Background: an optimization exercise with open tools, aiming at small area, a short achievable clock period and few clock cycles. Do not read the settings as production practice. At most, simulation tests tie the RTL to the original design; equivalence was not proved. The flow treats the clock pin as an ideal source. Dropping or thinning the clock tree relies on that and would not hold on a real chip. Power figures rest on the tool's default switching activity, not on a simulated workload.

Design HT_TOP, start of the top module:
module HT_TOP (
    input  wire       clk,
    input  wire       rst_n,
    input  wire       in_valid,
    input  wire [2:0] in_weight,
    input  wire       out_mode,
    output reg        out_valid,
    output reg        out_code
);
Settings: LEC_CHECK=0, ABC_AREA=1, CAP_MARGIN=0, CORE_MARGIN=2, CORE_UTILIZATION=40, SLEW_MARGIN=0; clock period 32.0 ns.
standard.sh (not shown) runs the stock make flow with config.mk's settings and CLKGATE_MAP_FILE= SYNTH_SCRIPT=/design/flow/synth_recipe.tcl, a recipe that flattens the netlist after the stock synthesis.
==> flow/flow/run.sh <==
#!/bin/bash
# Layout: the standard ORFS flow (standard.sh), with these changes:
#  - synthesis: no half/full adder cell extraction (ADDER_MAP_FILE empty),
#    and ABC maps with flow/area.abc (see flow/own_synth.tcl);
#  - ports are buffered with buf_2 cells instead of the default choice;
#  - clock tree: clkbuf_16 buffers, up to 64 flip-flops per leaf buffer, and
#    no dummy loads.
# make's full output goes to standard.log; ORFS keeps each step's log under
# orfs/logs.
set -uo pipefail
export OWN_WORK_DIR=$PWD
export OWN_FLOW_DIR=$PWD/flow
bash standard.sh "SYNTH_SCRIPT=$OWN_FLOW_DIR/own_synth.tcl" ADDER_MAP_FILE= \
    "BUFFER_PORTS_ARGS=-buffer_cell sky130_fd_sc_hd__buf_2" \
    "CTS_ARGS=-sink_clustering_enable -repair_clock_nets -buf_list sky130_fd_sc_hd__clkbuf_16 -sink_clustering_size 64 -sink_clustering_max_diameter 500 -dont_use_dummy_load" \
    finish > standard.log 2>&1
status=$?
tail -n 30 standard.log
exit $status
==> flow/flow/area.abc <==
strash
&get -n
&fraig -x
&put
scorr
dc2
strash
&get -n
&dch -f
&nf -R 1000
&put
==> flow/flow/own_synth.tcl <==
# The standard flow's synthesis (synth_recipe.tcl in the work folder), with one change:
# ABC maps the logic with flow/area.abc instead of ORFS's abc_area.script.
# Registers are mapped before ABC runs, so they are the same as the standard flow's.
proc abc {args} {
  set i [lsearch -exact $args -script]
  if {$i >= 0} {
    lset args [expr {$i + 1}] [file join $::env(OWN_FLOW_DIR) area.abc]
  }
  yosys abc {*}$args
}
source [file join $::env(OWN_WORK_DIR) synth_recipe.tcl]
Next try:
==> flow/flow/run.sh (replaced) <==
#!/bin/bash
# Layout: the standard ORFS flow (standard.sh), with these changes:
#  - synthesis: no half/full adder cell extraction (ADDER_MAP_FILE empty),
#    and ABC maps with flow/area.abc (see flow/own_synth.tcl);
#  - ports are buffered with buf_2 cells instead of the default choice;
#  - clock tree: clkbuf_8 buffers, up to 32 flip-flops per leaf buffer, and
#    no dummy loads.
# make's full output goes to standard.log; ORFS keeps each step's log under
# orfs/logs.
set -uo pipefail
export OWN_WORK_DIR=$PWD
export OWN_FLOW_DIR=$PWD/flow
bash standard.sh "SYNTH_SCRIPT=$OWN_FLOW_DIR/own_synth.tcl" ADDER_MAP_FILE= \
    "BUFFER_PORTS_ARGS=-buffer_cell sky130_fd_sc_hd__buf_2" \
    "CTS_ARGS=-sink_clustering_enable -repair_clock_nets -buf_list sky130_fd_sc_hd__clkbuf_8 -sink_clustering_size 32 -sink_clustering_max_diameter 200 -dont_use_dummy_load" \
    finish > standard.log 2>&1
status=$?
tail -n 30 standard.log
exit $status
After rerunning:
- clock power decreases by a quarter to a third
- flip-flop and latch count is unchanged
- worst setup slack is better by 0.030 ns
- utilization decreases by 1.0 points
- power decreases by a few percent
- hold slack stays flat
- final cell count is unchanged
- design area decreases by a few percent
- via count increases slightly
- wire length stays flat
Next try:
==> flow/flow/run.sh (replaced) <==
#!/bin/bash
# Layout: the standard ORFS flow (standard.sh), with these changes:
#  - synthesis: no half/full adder cell extraction (ADDER_MAP_FILE empty),
#    and ABC maps with flow/area.abc (see flow/own_synth.tcl);
#  - ports are buffered with buf_2 cells instead of the default choice.
# make's full output goes to standard.log; ORFS keeps each step's log under
# orfs/logs.
set -uo pipefail
export OWN_WORK_DIR=$PWD
export OWN_FLOW_DIR=$PWD/flow
bash standard.sh "SYNTH_SCRIPT=$OWN_FLOW_DIR/own_synth.tcl" ADDER_MAP_FILE= \
    "BUFFER_PORTS_ARGS=-buffer_cell sky130_fd_sc_hd__buf_2" \
    finish > standard.log 2>&1
status=$?
tail -n 30 standard.log
exit $status
- CTS_BUF_LIST: unset -> sky130_fd_sc_hd__clkbuf_8
After rerunning: Via count hardly moves; wire length stays flat; synthesized area does not change; utilization increases by 0.88 points; clock skew decreases by 0.018 ns; non-clock buffer count is unchanged; combinational power is about the same; die area stays the same.
No run of this note included a check of the RTL's function; only the layout flow was run.


HT_TOP, a different RTL version from the one above (not shown whole).
For scale: ~61 flip-flops, ~9 I/O pins, roughly 0.0038 mm² of cells after synthesis.
## HT_TOP
module HT_TOP (
    input  wire       clk,
    input  wire       rst_n,
    input  wire       in_valid,
    input  wire [2:0] in_weight,
    input  wire       out_mode,
    output reg        out_valid,
    output reg        out_code
);
export LEC_CHECK = 0
export ABC_AREA = 1
export CAP_MARGIN = 0
export CORE_MARGIN = 2
export CORE_UTILIZATION = 60
export GPL_TIMING_DRIVEN = 0
export SLEW_MARGIN = 0
create_clock -name core_clock -period 32.0 [get_ports {clk}]
==> flow/flow/run.sh <==
#!/bin/bash
# Layout: the standard ORFS flow (standard.sh), with these changes:
#  - synthesis: no half/full adder cell extraction (ADDER_MAP_FILE empty),
#    and ABC maps with flow/area.abc (see flow/own_synth.tcl);
#  - ports are buffered with buf_2 cells instead of the default choice;
#  - clock tree: clkbuf_8 buffers, up to 32 flip-flops per leaf buffer, and
#    no dummy loads.
# make's full output goes to standard.log; ORFS keeps each step's log under
# orfs/logs.
set -uo pipefail
export OWN_WORK_DIR=$PWD
export OWN_FLOW_DIR=$PWD/flow
bash standard.sh "SYNTH_SCRIPT=$OWN_FLOW_DIR/own_synth.tcl" ADDER_MAP_FILE= \
    "BUFFER_PORTS_ARGS=-buffer_cell sky130_fd_sc_hd__buf_2" \
    "CTS_ARGS=-sink_clustering_enable -repair_clock_nets -buf_list sky130_fd_sc_hd__clkbuf_8 -sink_clustering_size 32 -sink_clustering_max_diameter 200 -dont_use_dummy_load" \
    finish > standard.log 2>&1
status=$?
tail -n 30 standard.log
exit $status
==> flow/flow/area.abc <==
strash
&get -n
&fraig -x
&put
scorr
dc2
strash
&get -n
&st
&dc2
&dch -f
&nf -R 1000
&st
&dc2
&dch -f
&nf -R 1000
&st
&dc2
&dch -f
&nf -R 1000
&put
Scripts as last shown in full above: flow/flow/own_synth.tcl
The baseline finished with timing, DRC and antenna clean.
Testbench counts at the start, summed over its fixed seeds: cycles 11,025.
Rerun with:
==> flow/flow/area.abc (replaced) <==
strash
&get -n
&fraig -x
&put
scorr
dc2
strash
&get -n
&dch -f
&nf -R 1000
&put
Settings changed: CORE_UTILIZATION 60 to 40, GPL_TIMING_DRIVEN 0 to unset.
Routed wire length rose by 3.9%.
Worst setup slack is worse by 0.0084 ns.
Clock power came out lower by about 2%.
Via count is lower by 3.6%.
Final cell count increases by 6.8%.
Maximum frequency barely changes.
Area after synthesis drops by 0.42%.
Rerun with:
Settings changed: CORE_UTILIZATION 40 to 60, GPL_TIMING_DRIVEN set to 0.
Outcome: Sequential share of layout area went up by 0.63 points. Wire length went down by about 5.4%. First-iteration DRC count went up by about 35%. Synthesized cell count is unchanged. Power went down by about 0.7%. Count of clock-buffer cells in the layout does not change. Cell count went down by 8.7%.


HT_TOP again, from the RTL that the note above started with.
Settings: LEC_CHECK=0, ABC_AREA=1, CAP_MARGIN=0, CORE_MARGIN=2, CORE_UTILIZATION=40, SLEW_MARGIN=0; clock period 32.0 ns.
==> flow/flow/area.abc <==
strash
&get -n
&fraig -x
&put
scorr
dc2
strash
&get -n
&dch -f
&nf -R 1000
&st
&dch -f
&nf -R 1000
&st
&dch -f
&nf -R 1000
&put
Scripts as last shown in full above: flow/flow/run.sh, flow/flow/own_synth.tcl
Testbench counts at the start, summed over its fixed seeds: cycles 11,025.
Next try:
==> flow/flow/area.abc (replaced) <==
strash
&get -n
&fraig -x
&put
scorr
dc2
strash
&get -n
&dch -f
&nf -R 1000
&put
CORE_UTILIZATION = 75   (was 40)
GPL_TIMING_DRIVEN = 0   (was default)
First-iteration DRC count grows by about 25%.
Sequential cell count stays the same.
Wire length decreases by about 3%.
Final area is lower by about 2.3%.
Next try:
CORE_UTILIZATION = 40   (was 75)
First-iteration DRC count fell by a quarter to a third.
Critical path depth stays the same.
Sequential power barely changes.
Final area rose by a few percent.
Wire length went down by a few percent.
Area after synthesis stays the same.
Die area climbs by well over a third.
Core utilization came out lower by 37 points.
Sequential share of layout area falls by 0.64 points.
Cell count grows by roughly a tenth.
Global-route usage shrinks by 17 points.
Next try:
==> flow/flow/area.abc (replaced) <==
strash
&get -n
&st
&dch -f
&nf -a -R 1000
&put
CORE_UTILIZATION = 60   (was 40)
Effect: The new run passed the timing, DRC and antenna checks. Worst setup slack barely changes. Fmax stays flat. Sequential share of layout area grows by 0.24 points. Power rose by 4.1%.


== job 5385 ==
The RTL this note starts from:
==> flow/design.v <==
module HT_OP (
    input         merge,
    input  [47:0] wl,
    input  [2:0]  xin,
    input  [7:0]  vld,
    input  [4:0]  newslot,
    input         hold,
    input  [14:0] pin,
    output [47:0] wo,
    output [14:0] po,
    output [2:0]  k,
    output [4:0]  sum
);
    function lt6;
        input [5:0] a, b;
        integer n;
        reg res;
        begin
            res = 1'b0;
            for (n = 0; n < 6; n = n + 1)
                res = (~a[n] & b[n]) | ((~a[n] | b[n]) & res);
            lt6 = res;
        end
    endfunction
    wire [5:0] w [0:7];
    wire [5:0] r [0:7];
    wire [7:0] c;
    wire [5:0] x;
    genvar i, s;
    generate
        for (i = 0; i < 8; i = i + 1) begin : UNP
            assign w[i] = wl[6*i +: 6];
        end
        for (i = 0; i < 8; i = i + 1) begin : REM
            if (i < 6) begin : SH
                assign r[i] = merge ? w[i+2] : {3'b000, w[i][2:0]};
            end else begin : TL
                assign r[i] = {3'b000, w[i][2:0]};
            end
            if (i < 6) begin : CM
                assign c[i] = vld[i] & lt6(r[i], x);
            end else begin : CI
                assign c[i] = vld[i] & lt6(r[i], {3'b000, xin});
            end
        end
    endgenerate
    assign sum = w[0][3:0] + w[1][3:0];
    assign x = merge ? {1'b0, sum} : {3'b000, xin};
    assign k[2] = c[3];
    assign k[1] = (c[1] & ~c[3]) | c[5];
    assign k[0] = (c[0] & ~c[1]) | (c[2] & ~c[3]) | (c[4] & ~c[5]) | c[6];
    generate
        for (i = 0; i < 8; i = i + 1) begin : INS
            if (i == 0) begin : F
                assign wo[6*i +: 6] = c[i] ? r[i] : x;
            end else begin : N
                assign wo[6*i +: 6] = c[i] ? r[i] : (c[i-1] ? x : r[i-1]);
            end
        end
        for (s = 0; s < 5; s = s + 1) begin : SLOT
            wire [2:0] p = pin[3*s +: 3];
            assign po[3*s +: 3] = newslot[s] ? k : (p + {2'b00, ~hold & (p >= k)});
        end
    endgenerate
endmodule
module HT_PATH (
    input  [2:0] p,
    input  [2:0] k1, k2, k3,
    input  [1:0] k4, k5,
    input        k6,
    output [7:1] h,
    output [7:1] b
);
    function [6:1] step;
        input [7:1] g;
        input [2:0] km;
        integer i;
        begin
            step = 6'd0;
            for (i = 1; i <= 6; i = i + 1)
                step[i] = (i <= km) ? (~g[2] | ((i + 2 <= 7) ? g[(i + 2) % 8] : 1'b0))
                                    : g[i + 1];
        end
    endfunction
    wire [7:1] g1;
    genvar i;
    generate
        for (i = 1; i <= 7; i = i + 1) begin : T1
            assign g1[i] = (p >= i);
        end
    endgenerate
    wire [6:1] g2 = step(g1, k1);
    wire [6:1] g3w = step({1'b0, g2}, k2);
    wire [5:1] g3 = g3w[5:1];
    wire [6:1] g4w = step({2'b00, g3}, k3);
    wire [6:1] g5w = step({3'b000, g4w[4:1]}, {1'b0, k4});
    wire [6:1] g6w = step({4'b0000, g5w[3:1]}, {1'b0, k5});
    wire [6:1] g7w = step({5'b00000, g6w[2:1]}, {2'b00, k6});
    wire [4:1] g4 = g4w[4:1];
    wire [3:1] g5 = g5w[3:1];
    wire [2:1] g6 = g6w[2:1];
    wire       g7 = g7w[1];
    assign h = {1'b1, ~g6[2], ~g5[2], ~g4[2], ~g3[2], ~g2[2], ~g1[2]};
    assign b = {~g7, ~g6[1], ~g5[1], ~g4[1], ~g3[1], ~g2[1], ~g1[1]};
endmodule
`timescale 1ns/1ps
module HT_TOP (
    input  wire       clk,
    input  wire       rst_n,
    input  wire       in_valid,
    input  wire [2:0] in_weight,
    input  wire       out_mode,
    output reg        out_valid,
    output reg        out_code
);
reg  [3:0]  t;
reg         pend;
reg         mode_q;
reg  [14:0] ptr;
reg  [2:0]  sc;       
reg  [2:0]  m;        
reg  [3:0]  w0, w1, w3, w4, w5, w6;
reg  [4:0]  w2;
reg  [2:0]  w7;
wire [47:0] wl = {3'd0, w7, 2'd0, w6, 2'd0, w5, 2'd0, w4, 2'd0, w3,
                  1'b0, w2, 2'd0, w1, 2'd0, w0};
wire [2:0] u     = t[2:0];
wire       merge = t[3] & ~(u[2] & (u[1] | u[0]));
wire       keep  = t[3] & u[2] & (u[1] | u[0]);
wire [4:0] newslot;
assign newslot[0] = ~t[3] & (u == 3'd4);
assign newslot[1] = ~t[3] & (mode_q ? (u == 3'd2) : (u == 3'd5));
assign newslot[2] = ~t[3] & (mode_q ? (u == 3'd5) : (u == 3'd6));
assign newslot[3] = ~t[3] & (mode_q ? (u == 3'd0) : (u == 3'd7));
assign newslot[4] = ~t[3] & (mode_q ? (u == 3'd1) : (u == 3'd3));
wire [7:0] vld;
genvar v;
generate
    for (v = 0; v < 8; v = v + 1) begin : VLD
        assign vld[v] = keep | (merge ? (u + v < 6) : (u > v));
    end
endgenerate
wire [47:0] wa;
wire [14:0] pa;
wire [2:0]  ka;
wire [4:0]  sa;
HT_OP u_a (
    .merge(merge), .wl(wl), .xin(keep ? 3'd7 : w7), .vld(vld),
    .newslot(newslot), .hold(t[3]),
    .pin(ptr), .wo(wa), .po(pa), .k(ka), .sum(sa)
);
wire fin  = (t == 4'd13);
reg [2:0] ps;
always @(*) begin
    case (sc)
        3'd0:    ps = ptr[2:0];
        3'd1:    ps = ptr[5:3];
        3'd2:    ps = ptr[8:6];
        3'd3:    ps = ptr[11:9];
        default: ps = ptr[14:12];
    endcase
end
wire k6a = (w2 < sa);
wire k6  = fin ? k6a : w0[0];
wire [7:1] h, b;
HT_PATH u_path (.p(ps), .k1(w3[2:0]), .k2(w4[2:0]), .k3(w5[2:0]),
                .k4(w6[1:0]), .k5(w7[1:0]), .k6(k6), .h(h), .b(b));
wire [7:1] rest = h & ((7'd1 << (m - 3'd1)) - 7'd1);
reg  [2:0] mn;
always @(*) begin
    casez (rest)
        7'b?1?????: mn = 3'd6;
        7'b?01????: mn = 3'd5;
        7'b?001???: mn = 3'd4;
        7'b?0001??: mn = 3'd3;
        7'b?00001?: mn = 3'd2;
        7'b?000001: mn = 3'd1;
        default:    mn = 3'd7;
    endcase
end
wire more = (rest != 7'd0);
wire bit_m = b[m];
wire snd  = (t == 4'd14);
wire idle = ~t[3] & ~pend;
wire emit = fin | snd;
wire last = ~more & (sc == 3'd4);
always @(posedge clk) begin
    mode_q <= out_mode;
    ptr <= pa;
    if (emit) begin
        m  <= mn;
        sc <= more ? sc : sc + 3'd1;
    end else begin
        m  <= 3'd7;
        sc <= 3'd0;
    end
    w7 <= in_valid ? in_weight : merge ? ka : wa[44:42];
    {w6, w5, w4, w3, w2} <=
        {wa[39:36], wa[33:30], wa[27:24], wa[21:18], wa[16:12]};
    {w1, w0[3:1]} <= {wa[9:6], wa[3:1]};
    w0[0] <= fin ? k6a : wa[0];
end
always @(posedge clk) begin
    pend      <= in_valid;
    out_valid <= emit;
    out_code  <= emit & bit_m;
end
always @(posedge clk or negedge rst_n) begin
    if (!rst_n)
        t <= 4'd0;
    else if ((snd & last) | idle)
        t <= 4'd0;
    else if (!snd)
        t <= t + 4'd1;
end
endmodule
==> flow/config.mk <==
export PLATFORM = sky130hd
export DESIGN_NAME = HT_TOP
export DESIGN_NICKNAME = HT_TOP
export VERILOG_FILES = /design/flow/design.v
export SDC_FILE = /design/flow/constraint.sdc
export NUM_CORES = 4
export LEC_CHECK = 0
export ABC_AREA = 1
export CAP_MARGIN = 0
export CORE_MARGIN = 2
export CORE_UTILIZATION = 60
export GPL_TIMING_DRIVEN = 0
export SLEW_MARGIN = 0
==> flow/constraint.sdc <==
create_clock -name core_clock -period 32.0 [get_ports {clk}]
set_input_delay 6.4000 -clock core_clock [delete_from_list [all_inputs] [get_ports {clk}]]
set_output_delay 6.4000 -clock core_clock [all_outputs]
set_load 0.01 [all_outputs]
==> flow/flow/run.sh <==
#!/bin/bash
# Layout: the standard ORFS flow (standard.sh), with these changes:
#  - synthesis: no half/full adder cell extraction (ADDER_MAP_FILE empty),
#    and ABC maps with flow/area.abc (see flow/own_synth.tcl);
#  - ports are buffered with buf_2 cells instead of the default choice;
#  - clock tree: four clkbuf_16 cells fed by the clock port, one per
#    cluster of flip-flops (flow/own_cts.tcl, flow/own_clock.tcl), in place
#    of TritonCTS's H-tree.
# make's full output goes to standard.log; ORFS keeps each step's log under
# orfs/logs.
set -uo pipefail
export OWN_WORK_DIR=$PWD
export OWN_FLOW_DIR=$PWD/flow
bash standard.sh "SYNTH_SCRIPT=$OWN_FLOW_DIR/own_synth.tcl" ADDER_MAP_FILE= \
    "BUFFER_PORTS_ARGS=-buffer_cell sky130_fd_sc_hd__buf_2" \
    "PRE_CTS_TCL=$OWN_FLOW_DIR/own_cts.tcl" \
    finish > standard.log 2>&1
status=$?
tail -n 30 standard.log
exit $status
==> flow/flow/area.abc <==
strash
&get -n
&fraig -x
&put
scorr
dc2
dc2
strash
dch -f
amap -F 4 -A 10 -m -x
Scripts as last shown in full above: flow/flow/own_synth.tcl
Other scripts of this flow, unchanged in this note and not shown: flow/flow/own_clock.tcl, flow/flow/own_cts.tcl
No stage failed in job 5385, and the final checks on the layout all came back clean.
Testbench counts of job 5385, summed over its fixed seeds: cycles 10,705.
## Diff of input files: job 619 against job 5385
Settings: SLEW_MARGIN: 0 -> 70.
==> flow/flow/area.abc <==
strash
&get -n
&fraig -x
&put
scorr
dc2
strash
dch -f
amap -F 4 -A 10 -x
Job 619 can be clocked faster than job 5385. Between job 5385 and job 619, the difference in horizontal die dimension is negligible. Final count of negative-setup-slack endpoints came out exactly the same in job 5385 and job 619. Between job 619 and job 5385, the die outline height does not differ in any meaningful way. Sort job 5385 and job 619 by share of the yosys chip area belonging to registers, descending, and job 5385 comes first. Going from job 5385 to job 619, least setup slack across all paths after layout grows by 1.09 ns. DRC violation count after routing: job 619 vs job 5385 identical.
Input changes introduced in job 8747 (baseline for comparison: job 619):
Settings: SLEW_MARGIN: 70 -> 0.
Findings:
- Per the comparison of job 8747 with job 619, number of standard cells in the final layout excluding fillers decreased about 1.1%, combinational fraction of design power shrank by 2.7 points.
- Job 8747 vs job 619 on final cell utilization of the core: job 8747 is the lower one.
- The endpoint of the worst setup timing path comes out w7[1] in one run and ptr[11] in the other, namely in job 619 and job 8747 respectively.
[inputs] job 1598 vs job 8747
==> flow/flow/area.abc <==
strash
&get -n
&fraig -x
&put
scorr
dc2
strash
&get -n
&dch -f
&nf -R 1000
&put
Findings:
- Job 8747: flow completed, timing, DRC and antenna clean
- Job 1598 completed every stage of the flow, and the final layout passed the timing, DRC and antenna checks.
- Horizontal die dimension of job 1598 exceeds that of job 8747 slightly.
- Compared with job 8747, in job 1598 net count after synthesis shrank by 29, routed metal-1 wire length shrank by 160 um.
- Lower area of the multi-input gates goes to job 8747 over job 1598.
- From job 8747 to job 1598 the numbers moved as follows: worst setup margin rose 0.87 ns, arithmetic-cell share of the synthesized area counting full adders, half adders and majority gates saw an increase, complex-gate fraction of the synthesized area shrank by 13 points, final critical delay including setup and external delays went down by 0.87 ns.
- Job 8747 reports its most common cell after layout, fill and taps aside as sky130_fd_sc_hd__clkinv_1 while job 1598 reports sky130_fd_sc_hd__nor2_1.
- Compare job 8747 and job 1598 | number of well-tap cells placed lower: job 8747
- Cells: job 1598 has fewer instances than job 8747
Input-level comparison between job 2186 and job 1598:
Settings: SLEW_MARGIN changed from 0 to 50.
==> flow/flow/area.abc <==
strash
&get -n
&fraig -x
&put
scorr
dc2
strash
dch -f
amap -F 4 -A 10 -x
==> results.txt <==
- Per the comparison of job 2186 with job 1598, utilization grew by 3.1 points; initial core utilization now sits higher; final area now sits lower.
- In the tables for job 2186 and job 1598, routed wire length reads higher with job 2186.
In every run of this note, the design's own scripts or RTL, not TritonCTS, make the clock network.

afterwards: timing with drivers on the ports:
The flow's constraints put no driver on any port. The routed layouts listed below were extracted and timed again, unchanged, in two steps. Step 1, drivers: a clkbuf_16 drives clk and a buf_2 each remaining input, both assumed. Step 2 also shifts input and output timing later by t, the mid clock arrival at the registers, as if the neighbouring blocks saw the same clock. a / b / c = no drivers / after step 1 / after step 2; a / b = the first two.
run	t, ns	setup WS [ns]	clock arrival spread, ns	worst register clock-pin slew, ns
the first run of note 1	0.358	24.742 / 24.755 / 24.401	0.018 / 0.018	0.06 / 0.06
the second run of note 1	0.367	24.772 / 24.737 / 24.426	0.028 / 0.028	0.08 / 0.08
the third run of note 1	0.372	24.765 / 24.730 / 24.427	0.011 / 0.010	0.07 / 0.07
the first run of note 2	0.368	24.840 / 24.809 / 24.825	0.013 / 0.013	0.07 / 0.07
the second run of note 2	0.364	24.832 / 24.800 / 24.750	0.024 / 0.024	0.07 / 0.07
the third run of note 2	0.355	24.867 / 24.837 / 24.837	0.018 / 0.017	0.07 / 0.07
the first run of note 3	0.360	24.826 / 24.793 / 24.822	0.030 / 0.031	0.08 / 0.08
the second run of note 3	0.374	24.835 / 24.804 / 24.820	0.028 / 0.028	0.08 / 0.08
the third run of note 3	0.370	24.833 / 24.802 / 24.823	0.020 / 0.020	0.07 / 0.07
the fourth run of note 3	0.364	24.831 / 24.799 / 24.863	0.016 / 0.015	0.07 / 0.07
job 5385	0.216	23.942 / 23.942 / 23.942	0.028 / 0.028	0.09 / 0.09
job 619	0.223	25.027 / 24.942 / 24.863	0.016 / 0.016	0.08 / 0.08
job 8747	0.214	24.159 / 24.159 / 24.159	0.017 / 0.017	0.08 / 0.08
job 1598	0.221	25.032 / 24.969 / 24.871	0.015 / 0.015	0.08 / 0.08
job 2186	0.220	24.942 / 24.953 / 24.784	0.010 / 0.010	0.08 / 0.08
After both steps setup and hold are still met in every run listed. The setup slack of the second run of note 1, which loses most, moves by -0.035 ns with the drivers and by -0.346 ns with both steps.
